From an optimization exercise on the open Yosys and OpenROAD flow, aimed at small area; shortcuts taken in it are not production practice. The RTL was checked by simulation tests, not by an equivalence proof against the original design. Power figures rest on the tool's default switching activity, not on a simulated workload.

## design.v

```verilog
`timescale 1ns / 1ps
module cell_sprite(hc, hp, vc, vp, gridline, img_x, img_o, img_c);
input [3:0] hc;
input [6:0] hp;
input [2:0] vc;
input [6:0] vp;
output gridline;
output img_x;
output img_o;
output img_c;
wire in_grid = (hc >= 4'd5) & (hc <= 4'd7) & (vc >= 3'd2) & (vc <= 3'd4);
wire [5:0] a = hp[5:0] ^ {6{hp[6]}};
wire [5:0] b = vp[5:0] ^ {6{vp[6]}};
wire glx = (a[5:1] == 5'b10011) & ~(hc == 4'd5 & hp[6]) & ~(hc == 4'd7 & ~hp[6]);
wire gly = (b[5:1] == 5'b10011) & ~(vc == 3'd2 & vp[6]) & ~(vc == 3'd4 & ~vp[6]);
assign gridline = in_grid & (glx | gly);
wire [6:0] d = {1'b0, a} + 7'd2 - {1'b0, b};
wire img_x_ = (d <= 7'd4) & (a <= 6'd25) & (b <= 6'd25) & ~(a == 6'd25 & b == 6'd25);
wire [6:0] s = a + b;
wire img_o_ = (a <= 6'd17) & (b <= 6'd25) & (s <= 7'd33) & ~((a <= 6'd13) & (b <= 6'd21) & (s <= 7'd28));
wire img_c_ = ~((a == 6'd33) & (b == 6'd33)) &
	(((b >= 6'd30) & (b <= 6'd33) & (a >= 6'd6) & (a <= 6'd33) & ~(((b == 6'd30) | (b == 6'd33)) & (a == 6'd6))) |
	 ((a >= 6'd30) & (a <= 6'd33) & (b >= 6'd6) & (b <= 6'd33) & ~(((a == 6'd30) | (a == 6'd33)) & (b == 6'd6))));
assign img_x = in_grid & img_x_;
assign img_o = in_grid & img_o_;
assign img_c = in_grid & img_c_;
endmodule
`timescale 1ns / 1ps
module score_sprite(hc, hp, vc, vp, p1wins, p2wins, ties, pix);
input [3:0] hc;
input [6:0] hp;
input [2:0] vc;
input [6:0] vp;
input [7:0] p1wins;
input [7:0] p2wins;
input [7:0] ties;
output pix;
reg sv;             
reg [1:0] band;
reg [2:0] r5;       
always @(*) begin
	sv = 1'b1; band = 2'd0; r5 = 3'd0;
	case (vp[4:0])
	5'd24: begin band = 2'd0; r5 = 3'd0; end
	5'd25: begin band = 2'd0; r5 = 3'd1; end
	5'd26: begin band = 2'd0; r5 = 3'd2; end
	5'd27: begin band = 2'd0; r5 = 3'd3; end
	5'd28: begin band = 2'd0; r5 = 3'd4; end
	5'd30: begin band = 2'd1; r5 = 3'd0; end
	5'd31: begin band = 2'd1; r5 = 3'd1; end
	5'd0:  begin band = 2'd1; r5 = 3'd2; end
	5'd1:  begin band = 2'd1; r5 = 3'd3; end
	5'd2:  begin band = 2'd1; r5 = 3'd4; end
	5'd4:  begin band = 2'd2; r5 = 3'd0; end
	5'd5:  begin band = 2'd2; r5 = 3'd1; end
	5'd6:  begin band = 2'd2; r5 = 3'd2; end
	5'd7:  begin band = 2'd2; r5 = 3'd3; end
	5'd8:  begin band = 2'd2; r5 = 3'd4; end
	default: sv = 1'b0;
	endcase
end
wire in_s = sv & (vc == 3'd2) & vp[6] & (vp[5:0] <= 6'd40) & (hc == 4'd5) & hp[6];
reg [63:0] player, one, two, tword;
always @(*) begin
	case (r5)
	3'd0: player = 64'h0001ba2617000000;
	3'd1: player = 64'h0002894915000000;
	3'd2: player = 64'h0001b88f17000000;
	3'd3: player = 64'h0002888911000000;
	default: player = 64'h0002b88971000000;
	endcase
	case (r5)
	3'd0: one = 64'h0020000000000000;
	3'd1: one = 64'h0030000000000000;
	3'd2: one = 64'h0020000000000000;
	3'd3: one = 64'h0020000000000000;
	default: one = 64'h0070000000000000;
	endcase
	case (r5)
	3'd0: two = 64'h0020000000000000;
	3'd1: two = 64'h0050000000000000;
	3'd2: two = 64'h0040000000000000;
	3'd3: two = 64'h0020000000000000;
	default: two = 64'h0070000000000000;
	endcase
	case (r5)
	3'd0: tword = 64'h0067770000000000;
	3'd1: tword = 64'h0011220000000000;
	3'd2: tword = 64'h0027220000000000;
	3'd3: tword = 64'h0041220000000000;
	default: tword = 64'h0037720000000000;
	endcase
end
wire [5:0] col = hp[5:0];
wire colon = (col == 6'd56) & (r5 == 3'd1 | r5 == 3'd3);
wire stext = colon | (band != 2'd2 & player[col]) | (band == 2'd0 & one[col]) |
             (band == 2'd1 & two[col]) | (band == 2'd2 & tword[col]);
wire [7:0] num = (band == 2'd0) ? p1wins : (band == 2'd1) ? p2wins : ties;
wire [3:0] dcls = (num > 8'd9) ? 4'd10 : num[3:0];
reg [19:0] glyph;   
always @(*)
	case (dcls)
	4'd0: glyph = 20'h85558;
	4'd1: glyph = 20'hd88c8;
	4'd2: glyph = 20'hd8158;
	4'd3: glyph = 20'hc1c1c;
	4'd4: glyph = 20'h11d55;
	4'd5: glyph = 20'hc1c4d;
	4'd6: glyph = 20'h85c49;
	4'd7: glyph = 20'h4481d;
	4'd8: glyph = 20'h85858;
	4'd9: glyph = 20'h11958;
	default: glyph = 20'h00858;
	endcase
wire in_dx = (col >= 6'd58) & (col <= 6'd60);
wire sdig = in_dx & glyph[{r5, col[1:0]}];
assign pix = in_s & (stext | sdig);
endmodule
`timescale 1ns / 1ps
module vga_sync(clk, sys_rst, hc, hp, vc, vp, Hsync, Vsync);
input clk;
input sys_rst;
output reg [3:0] hc;       
output reg [6:0] hp;       
output reg [2:0] vc;       
output reg [6:0] vp;       
output Hsync;
output Vsync;
wire hp_end = (hp == 7'd39);
wire line_end = (hc == 4'd10) & (hp == 7'd15);         
wire frame_end = (vc == 3'd6) & (vp == 7'd9);           
always @(posedge clk)
	if (sys_rst) begin
		hc <= 4'd0;
		hp <= 7'd16;           
		vc <= 3'd0;
		vp <= 7'd97;           
	end else begin
		hp <= hp_end ? 7'd88 : hp + 7'd1;    
		if (line_end) hc <= 4'd0;
		else if (hp_end) hc <= hc + 4'd1;
		if (line_end) begin
			if (frame_end) begin
				vc <= 3'd0;
				vp <= 7'd97;
			end else if (vp == 7'd39) begin
				vc <= vc + 3'd1;
				vp <= 7'd88;
			end else
				vp <= vp + 7'd1;
		end
	end
assign Hsync = (hc >= 4'd2) | ((hc == 4'd1) & ~hp[6] & hp[5]);
assign Vsync = (vc != 3'd0) | ~vp[6] | (vp[5:0] >= 6'd35);
endmodule
`timescale 1ns / 1ps
module display(clk, sys_rst, cur, gx, go, mode, p1wins, p2wins, ties,
	vgaRed, vgaGreen, vgaBlue, Hsync, Vsync);
input clk;
input sys_rst;
input [8:0] cur;
input [8:0] gx;
input [8:0] go;
input mode;
input [7:0] p1wins;
input [7:0] p2wins;
input [7:0] ties;
output [2:0] vgaRed;
output [2:0] vgaGreen;
output [1:0] vgaBlue;
output Hsync;
output Vsync;
wire [3:0] hc;
wire [6:0] hp;
wire [2:0] vc;
wire [6:0] vp;
vga_sync vga_(.clk(clk), .sys_rst(sys_rst), .hc(hc), .hp(hp), .vc(vc), .vp(vp), .Hsync(Hsync), .Vsync(Vsync));
wire gridline, img_x, img_o, img_c, spic;
cell_sprite cells_(.hc(hc), .hp(hp), .vc(vc), .vp(vp), .gridline(gridline), .img_x(img_x), .img_o(img_o), .img_c(img_c));
score_sprite score_(.hc(hc), .hp(hp), .vc(vc), .vp(vp), .p1wins(p1wins), .p2wins(p2wins), .ties(ties), .pix(spic));
reg gpix;           
reg spix;           
reg hx, ho;         
reg hc_img;         
reg [1:0] hcol;     
reg [1:0] hrow;
reg cw, cb;         
reg [1:0] p1, p2, p3;
wire [2:0] hcs = {hcol == 2'd3, hcol == 2'd2, hcol == 2'd1};
wire [2:0] hrs = {hrow == 2'd0, hrow == 2'd3, hrow == 2'd2};
wire [8:0] hsel = {hrs[2] & hcs[2], hrs[2] & hcs[1], hrs[2] & hcs[0],
                   hrs[1] & hcs[2], hrs[1] & hcs[1], hrs[1] & hcs[0],
                   hrs[0] & hcs[2], hrs[0] & hcs[1], hrs[0] & hcs[0]};
wire selx = |(gx & hsel);
wire selo = |(go & hsel);
wire selc = |(cur & hsel);
always @(posedge clk) begin
	hx <= img_x;
	ho <= img_o;
	if (sys_rst) begin
		gpix <= 1'b0;
		spix <= 1'b1;
		hc_img <= 1'b0;
		cw <= 1'b0;
		cb <= 1'b0;
		p1 <= 2'b00;
		p2 <= 2'b00;
		p3 <= 2'b00;
	end else begin
		if (!mode) begin
			gpix <= gridline;
			hc_img <= img_c;
			hcol <= hc[1:0];
			hrow <= vc[1:0];
		end else
			spix <= spic;
		cw <= ~mode & ((selx & hx) | (selo & ho));
		cb <= (~mode & ((selx & hx) | (selo & ho))) | (selc & hc_img);
		p1 <= mode ? {spix, spix} : {gpix | cw, gpix | cb};
		p2 <= p1;
		p3 <= p2;
	end
end
assign vgaRed = {3{p3[1]}};
assign vgaGreen = {3{p3[1]}};
assign vgaBlue = {2{p3[0]}};
endmodule
`timescale 1ns / 1ps
module cursor_logic(clk, sys_rst, Xdata, Ydata, cur);
input clk;
input sys_rst;
input [9:0] Xdata;
input [9:0] Ydata;
output [8:0] cur;    
reg [1:0] cx;
reg [1:0] cy;
reg pend, axis_y, dec;
wire xl = Xdata < 10'd200;
wire xh = Xdata > 10'd800;
wire yl = Ydata < 10'd200;
wire yh = Ydata > 10'd800;
wire neutral = ~(xl | xh | yl | yh | (Xdata == 10'd200) | (Xdata == 10'd800) | (Ydata == 10'd200) | (Ydata == 10'd800));
always @(posedge clk)
	if (sys_rst) begin
		cx <= 2'd1;
		cy <= 2'd1;
		pend <= 1'b0;
	end else if (!pend) begin
		pend <= xl | xh | yl | yh;
		axis_y <= yl | yh;
		dec <= (yl | yh) ? yh : xh;
	end else if (neutral) begin
		pend <= 1'b0;
		if (!axis_y) begin
			if (!dec && cx != 2'd2) cx <= cx + 2'd1;
			if (dec && cx != 2'd0) cx <= cx - 2'd1;
		end else begin
			if (!dec && cy != 2'd2) cy <= cy + 2'd1;
			if (dec && cy != 2'd0) cy <= cy - 2'd1;
		end
	end
wire [2:0] colh = {cx == 2'd2, cx == 2'd1, cx == 2'd0};
wire [2:0] rowh = {cy == 2'd2, cy == 2'd1, cy == 2'd0};
assign cur = {rowh[2] & colh[2], rowh[2] & colh[1], rowh[2] & colh[0],
              rowh[1] & colh[2], rowh[1] & colh[1], rowh[1] & colh[0],
              rowh[0] & colh[2], rowh[0] & colh[1], rowh[0] & colh[0]};
endmodule
`timescale 1ns / 1ps
module game(clk, sys_rst, cur, set, clr, gx, go, p1wins, p2wins, ties, mode);
input clk;
input sys_rst;
input [8:0] cur;
input set;
input clr;
output reg [8:0] gx;
output reg [8:0] go;
output [7:0] p1wins;
output [7:0] p2wins;
output [7:0] ties;
output reg mode;      
reg turn;
reg [1:0] th;         
function line3;
	input [8:0] g;
	line3 = (g[0] & g[1] & g[2]) | (g[3] & g[4] & g[5]) | (g[6] & g[7] & g[8]) |
	        (g[0] & g[3] & g[6]) | (g[1] & g[4] & g[7]) | (g[2] & g[5] & g[8]) |
	        (g[0] & g[4] & g[8]) | (g[6] & g[4] & g[2]);
endfunction
wire xwin = line3(gx);
wire owin = line3(go);
wire full = &(gx | go);
wire place = set & ~mode & ~|((gx | go) & cur);
wire [19:0] timer = {th, go, gx};
wire done = (timer == 20'h7fe00);
always @(posedge clk) begin
	if (sys_rst) begin
		gx <= 0;
		go <= 0;
		mode <= 1'b0;
		turn <= 1'b0;
	end else if (!mode) begin
		th <= 2'd0;
		if (place) turn <= ~turn;
		if (xwin | owin | full) begin
			gx <= 0;
			go <= 0;
			mode <= 1'b1;
		end else begin
			gx <= (clr ? 9'd0 : gx) | ((place & ~turn) ? cur : 9'd0);
			go <= (clr ? 9'd0 : go) | ((place & turn) ? cur : 9'd0);
		end
	end else begin
		if (clr || done) begin
			mode <= 1'b0;
			gx <= 0;
			go <= 0;
		end else
			{th, go, gx} <= {timer[18:0], ~(timer[19] ^ timer[16])};
	end
end
score_count c1_(.clk(clk), .sys_rst(sys_rst), .inc(~mode & xwin), .n(p1wins));
score_count c2_(.clk(clk), .sys_rst(sys_rst), .inc(~mode & owin), .n(p2wins));
score_count c3_(.clk(clk), .sys_rst(sys_rst), .inc(~mode & ~xwin & ~owin & full), .n(ties));
endmodule
module score_count(clk, sys_rst, inc, n);
input clk;
input sys_rst;
input inc;
output reg [7:0] n;
always @(posedge clk)
	if (sys_rst) n <= 8'd0;
	else if (inc) n <= n + 8'd1;
endmodule
`timescale 1ns / 1ps
module top(
clk, rst, Xdata, Ydata, btn1, btn2,
vgaRed, vgaGreen, vgaBlue, Hsync, Vsync
    );
input clk;
input rst;
output [2:0] vgaRed;
output [2:0] vgaGreen;
output [2:1] vgaBlue;
output Hsync;
output Vsync;
input [9:0] Xdata;
input [9:0] Ydata;
input btn1;
input btn2;
wire [8:0] cur;
wire [8:0] gx;
wire [8:0] go;
wire [7:0] p1wins;
wire [7:0] p2wins;
wire [7:0] ties;
wire mode;
cursor_logic cursor_(.clk(clk), .sys_rst(rst), .Xdata(Xdata), .Ydata(Ydata), .cur(cur));
game game_(.clk(clk), .sys_rst(rst), .cur(cur), .set(btn1), .clr(btn2), .gx(gx), .go(go),
	.p1wins(p1wins), .p2wins(p2wins), .ties(ties), .mode(mode));
display display_(.clk(clk), .sys_rst(rst), .cur(cur), .gx(gx), .go(go), .mode(mode),
	.p1wins(p1wins), .p2wins(p2wins), .ties(ties),
	.vgaRed(vgaRed), .vgaGreen(vgaGreen), .vgaBlue(vgaBlue), .Hsync(Hsync), .Vsync(Vsync));
endmodule
```

## run.sh

```bash
#!/bin/bash
# synth_recipe.tcl (not shown) runs the flow's synth.tcl, then flattens the netlist and writes it again
# the make line also repeats each setting of config.mk as NAME=value (left out here)
make -C /OpenROAD-flow-scripts/flow DESIGN_CONFIG=/design/flow/config.mk WORK_HOME=/design/flow/orfs CLKGATE_MAP_FILE= SYNTH_SCRIPT=/design/flow/synth_recipe.tcl finish
```

## config.mk

```make
export PLATFORM = sky130hd
export DESIGN_NAME = top
export DESIGN_NICKNAME = top
export VERILOG_FILES = /design/flow/design.v
export SDC_FILE = /design/flow/constraint.sdc
export NUM_CORES = 4
export LEC_CHECK = 0
export CAP_MARGIN = 20
export CORE_MARGIN = 2
export CORE_UTILIZATION = 30
export SLEW_MARGIN = 20
export SYNTH_MEMORY_MAX_BITS = 1048576
```

## constraint.sdc

```tcl
create_clock -name core_clock -period 10.0 [get_ports {clk}]
set_input_delay 2.0000 -clock core_clock [delete_from_list [all_inputs] [get_ports {clk}]]
set_output_delay 2.0000 -clock core_clock [all_outputs]
set_load 0.01 [all_outputs]
```

==> results.toml <==
[yosys]
synthTopCellsByArea = "sky130_fd_sc_hd__dfxtp_1 (25%), sky130_fd_sc_hd__ha_1 (8.1%), sky130_fd_sc_hd__nor2_1 (4.8%)"
synth_enable_flop_cells = 8
post_synthesis_cells = 899
yosysMostFrequentCell = "sky130_fd_sc_hd__nor2_1"
dominantRegCellSynth = "sky130_fd_sc_hd__dfxtp_1"
async_flop_share = 0
synth-warning-count = 6
synth_seq_area_share = 0.283
post_synth_instance_area_sq_mm = 0.00714
post_synthesis_register_bit_count = 97
avgSynthCellArea_sq_um = 7.94
synth_area_leader_cell = "sky130_fd_sc_hd__dfxtp_1"
synth_cell_count_leaders = "sky130_fd_sc_hd__nor2_1 (91), sky130_fd_sc_hd__dfxtp_1 (89), sky130_fd_sc_hd__nand2_1 (59), sky130_fd_sc_hd__a21oi_1 (53), sky130_fd_sc_hd__clkbuf_1 (51)"
yosysUniqueCellTypes = 80
mappedNetlistNets = 971
synthDominantCellAreaShare = 0.249

[timing]
setup_failing_eps_final = 0
rsz_0062_raised_after_global_routing = "false"
setup_total_negative_slack_ns = 0
timing.slew.headroom = 0.431
drv_slew = 0
worstMarginPinSlew_ns = 0.832
layout_worst_path_cycle_share = 0.409
skew_ns = 0.00910
maxClockFrequency_mhz = 245
final_period_minus_worst_setup_slack_ns = 4.09
timing_hold_violations_final = 0

[worst_setup_path]
worstPathMaxFanout = 6
timing.critical_path.slowest_stage_cell = "sky130_fd_sc_hd__clkdlybuf4s50_1"
type_of_the_setup_path_with_the_least_slack = "flop to primary output"
worst_reg_to_reg_setup_slack_ns = 6.59
critical_path_required_ns = 8.00
worst_ep_arrival_time_ns = 2.09
critPathTopFamily = "buffers and inverters"
cp_cell_sequence = "inv_1, ha_1, nor4_1, o21ai_0, clkdlybuf4s50_1"
critPathMaxStageDelay_ns = 0.55
critical_path.endpoint_type = "primary output"
start_kind = "flop"
crit_buf_inv = 2

[clock_network]
clock_path_buffers = 2
clock_insertion_delay_worst_skew_ns = 0.36
clkSinkCount = 97
cts-buffers-inserted = 9
postCtsHoldBufs = 0
tritoncts = "built"
root_buffer = "sky130_fd_sc_hd__clkbuf_16"
cts_post_setup_buffers_inserted = 0
htree_num_levels = 3
clk_pin_slew_worst_paths_ns = 0.08
post_cts_resize_count = 0

[global_routing]
overflow_left_after_global_routing = 0
antenna_violations_before_repair = 0
groute.layer.met1.usage = 0.206
grt_most_used_layer = "met2"
use_met2 = 0.223
largest_net_degree_at_the_start_of_global_routing = 50
vias_in_the_first_global_route = 5884
globalRouteMet3Util = 0.0278
grt.total_usage = 0.144
grt_pass1_wl_um = 29600

[floorplan]
die_width_um = 158
num_rows = 56
die_h_um = 158
die_area_sq_mm = 0.0251
i_o_pin_cnt = 34
initial_utilization = 0.305
core_region_area_sq_mm = 0.0234

[detailed_routing]
routed_wirelength_um = 17700
detail-route-antenna-nets = 0
vias = 6456
detailedRoute.firstPassIterationCount = 6
number_of_vias_per_cell = 5.34
detailedRoute.firstIterationViolations = 425
wire_per_inst_um = 14.6
detail_route.drc_violations = 0

[final_layout]
nets = 956
layout.cells.non_filler = 1208
drive_gt1_frac = 0.0484
n_fill_cell = 2467
fin_area_sq_mm = 0.00795
flow.area_growth_from_synthesis_pct = 11.3
diodes = 0

[placement]
routabilityCongestion = 0.857
dp.cells = 1192
place.detailed.hpwl_um = 12600
placement.cell_area_sq_mm = 0.00763
io_buffer_count = 33

[pwr]
swShare = 0.278
design_power_total_uw = 858
clockPowerShare = 0.411
power.density_cell_area_mw_per_mm2 = 108
max-vdd-ir-drop_uv = 64.2
portion_of_total_power_attributed_to_combinational_logic = 0.116
static-leakage-power_nw = 2.95
p_sw_uw = 239
power.internal_uw = 619
power.share.sequential = 0.473

[status]
outcome = "timing/DRC/antenna clean"

[flow_run]
max_cap_violations = 0

[worst_hold_path]
hp-class = "flop to flop"
==> final cells by class <==
class | instances | area, sq um | share of cell area
clock buffer | 9 | 225 | 0.0283
inverter | 47 | 176 | 0.0222
clock inverter | 7 | 86.3 | 0.0109
timing repair buffer | 39 | 370 | 0.0466
sequential | 97 | 2020 | 0.254
multi-input combinational | 690 | 4670 | 0.587
tap | 319 | 399 | 0.0502
==> kinds of logic (layout without fill, tap and decap cells) <==
kind of cell	Yosys count	count (layout)	synth area share
mux	22	22	0.0345
xor+xnor	53	53	0.0650
flops	97	97	0.283
compound gates	246	246	0.242
simple gates	321	321	0.225
buf+inv	112	102	0.0636
fa+ha+maj	48	48	0.0862
==> routing by layer <==
| layer | wire length (um) | up-vias |
|---|---|---|
| met4 | 170 | 0 |
| li1 | - | 3251 |
| met1 | 8700 | 3023 |
| met2 | 7940 | 166 |
| met5 | 0 | - |
| met3 | 842 | 16 |
==> layout by cell type, fill, tap and decap left out, types with 10 or more instances in the layout <==
cell,count
sky130_fd_sc_hd__a22o_1,12
sky130_fd_sc_hd__a22oi_1,17
sky130_fd_sc_hd__mux2i_1,13
sky130_fd_sc_hd__nand4_1,19
sky130_fd_sc_hd__nand3_1,36
sky130_fd_sc_hd__nor3_1,23
sky130_fd_sc_hd__nor2_1,90
sky130_fd_sc_hd__xor2_1,28
sky130_fd_sc_hd__inv_1,43
sky130_fd_sc_hd__xnor2_1,25
sky130_fd_sc_hd__clkdlybuf4s50_1,32
sky130_fd_sc_hd__a21oi_1,53
sky130_fd_sc_hd__o21ai_0,36
sky130_fd_sc_hd__nand2b_1,17
sky130_fd_sc_hd__ha_1,46
sky130_fd_sc_hd__and3_1,13
sky130_fd_sc_hd__nor2b_1,19
sky130_fd_sc_hd__dfxtp_1,89
sky130_fd_sc_hd__nand2_1,59
sky130_fd_sc_hd__a211oi_1,10
==> per-stage QoR <==
step,hold WS (ns),util,setup slack [ns]
after CTS,0.442,0.340,5.89
final,0.442,0.340,5.91
after global placement,0.422,0.326,5.76
after global routing,0.457,0.340,5.81
after detailed placement,0.425,0.326,5.75
after floorplan,0.413,-,6.31
==> flip-flops by register name (all words and copies together) (netlist names), 3 cells and up <==
name / flops
game_.gx: 9
display_.vga_.vp: 7
game_.go: 9
game_.c1_.n: 8
game_.c2_.n: 8
game_.c3_.n: 8
display_.vga_.hc: 4
display_.score_.r5: 3
display_.vga_.hp: 7
display_.vga_.vc: 3
==> worst register-to-register path, cell delays in order (launching register included) <==
cell and delay, ns:
sky130_fd_sc_hd__dfxtp_1 0.63, sky130_fd_sc_hd__mux2_2 0.41, sky130_fd_sc_hd__o21ai_1 0.50, sky130_fd_sc_hd__o21ai_0 0.17, sky130_fd_sc_hd__nand2b_1 0.19, sky130_fd_sc_hd__ha_1 0.28
sky130_fd_sc_hd__inv_1 0.13, sky130_fd_sc_hd__nor2_1 0.09, sky130_fd_sc_hd__mux2_2 0.23, sky130_fd_sc_hd__a211oi_1 0.07, sky130_fd_sc_hd__a2111o_1 0.43, sky130_fd_sc_hd__a221oi_2 0.21
==> worst paths after layout <==
check                           from        endpoint  cells after the start
min reg2reg              display_.cb  display_.p1[0]                      1
max reg2reg  display_.score_.band[0]   display_.spix                     11
max              display_.vga_.hc[0]           Hsync                      5
min                      display_.cb  display_.p1[0]                      1
==> power groups by stage <==
stage          combinational, mW  clock [mW]  sequential [mW]
5_1_grt                    0.112       0.380            0.407
4_1_cts                   0.0991       0.363            0.406
3_3_place_gp              0.0985           0            0.415
3_5_place_dp              0.0984           0            0.415
6_report                  0.0995       0.353            0.406
2_1_floorplan             0.0722           0            0.412

==> port drivers added, routing unchanged <==
How much do the figures lean on ideal ports? The routed layout below was timed once more, with nothing changed but the port constraints.
Step 1, drivers: a clkbuf_16 drives clk and a buf_2 each remaining input, both assumed.
Step 2 times the ports against the registers' clock, not the clock port: input delays grow and output delays shrink by t, the midpoint of the rising clock arrivals with the driver on.
a / b / c = ideal ports / drivers / drivers and shift; a / b = the first two.
t (ns): 0.398
slack for setup (ns): 5.912 / 5.869 / 5.758
worst slew at a driven data input, ns: 0.04
cell pins on the clock port's net: 1
After both steps this run still meets setup and hold. The setup slack of this run moves by -0.043 ns with the drivers and by -0.154 ns with both steps.
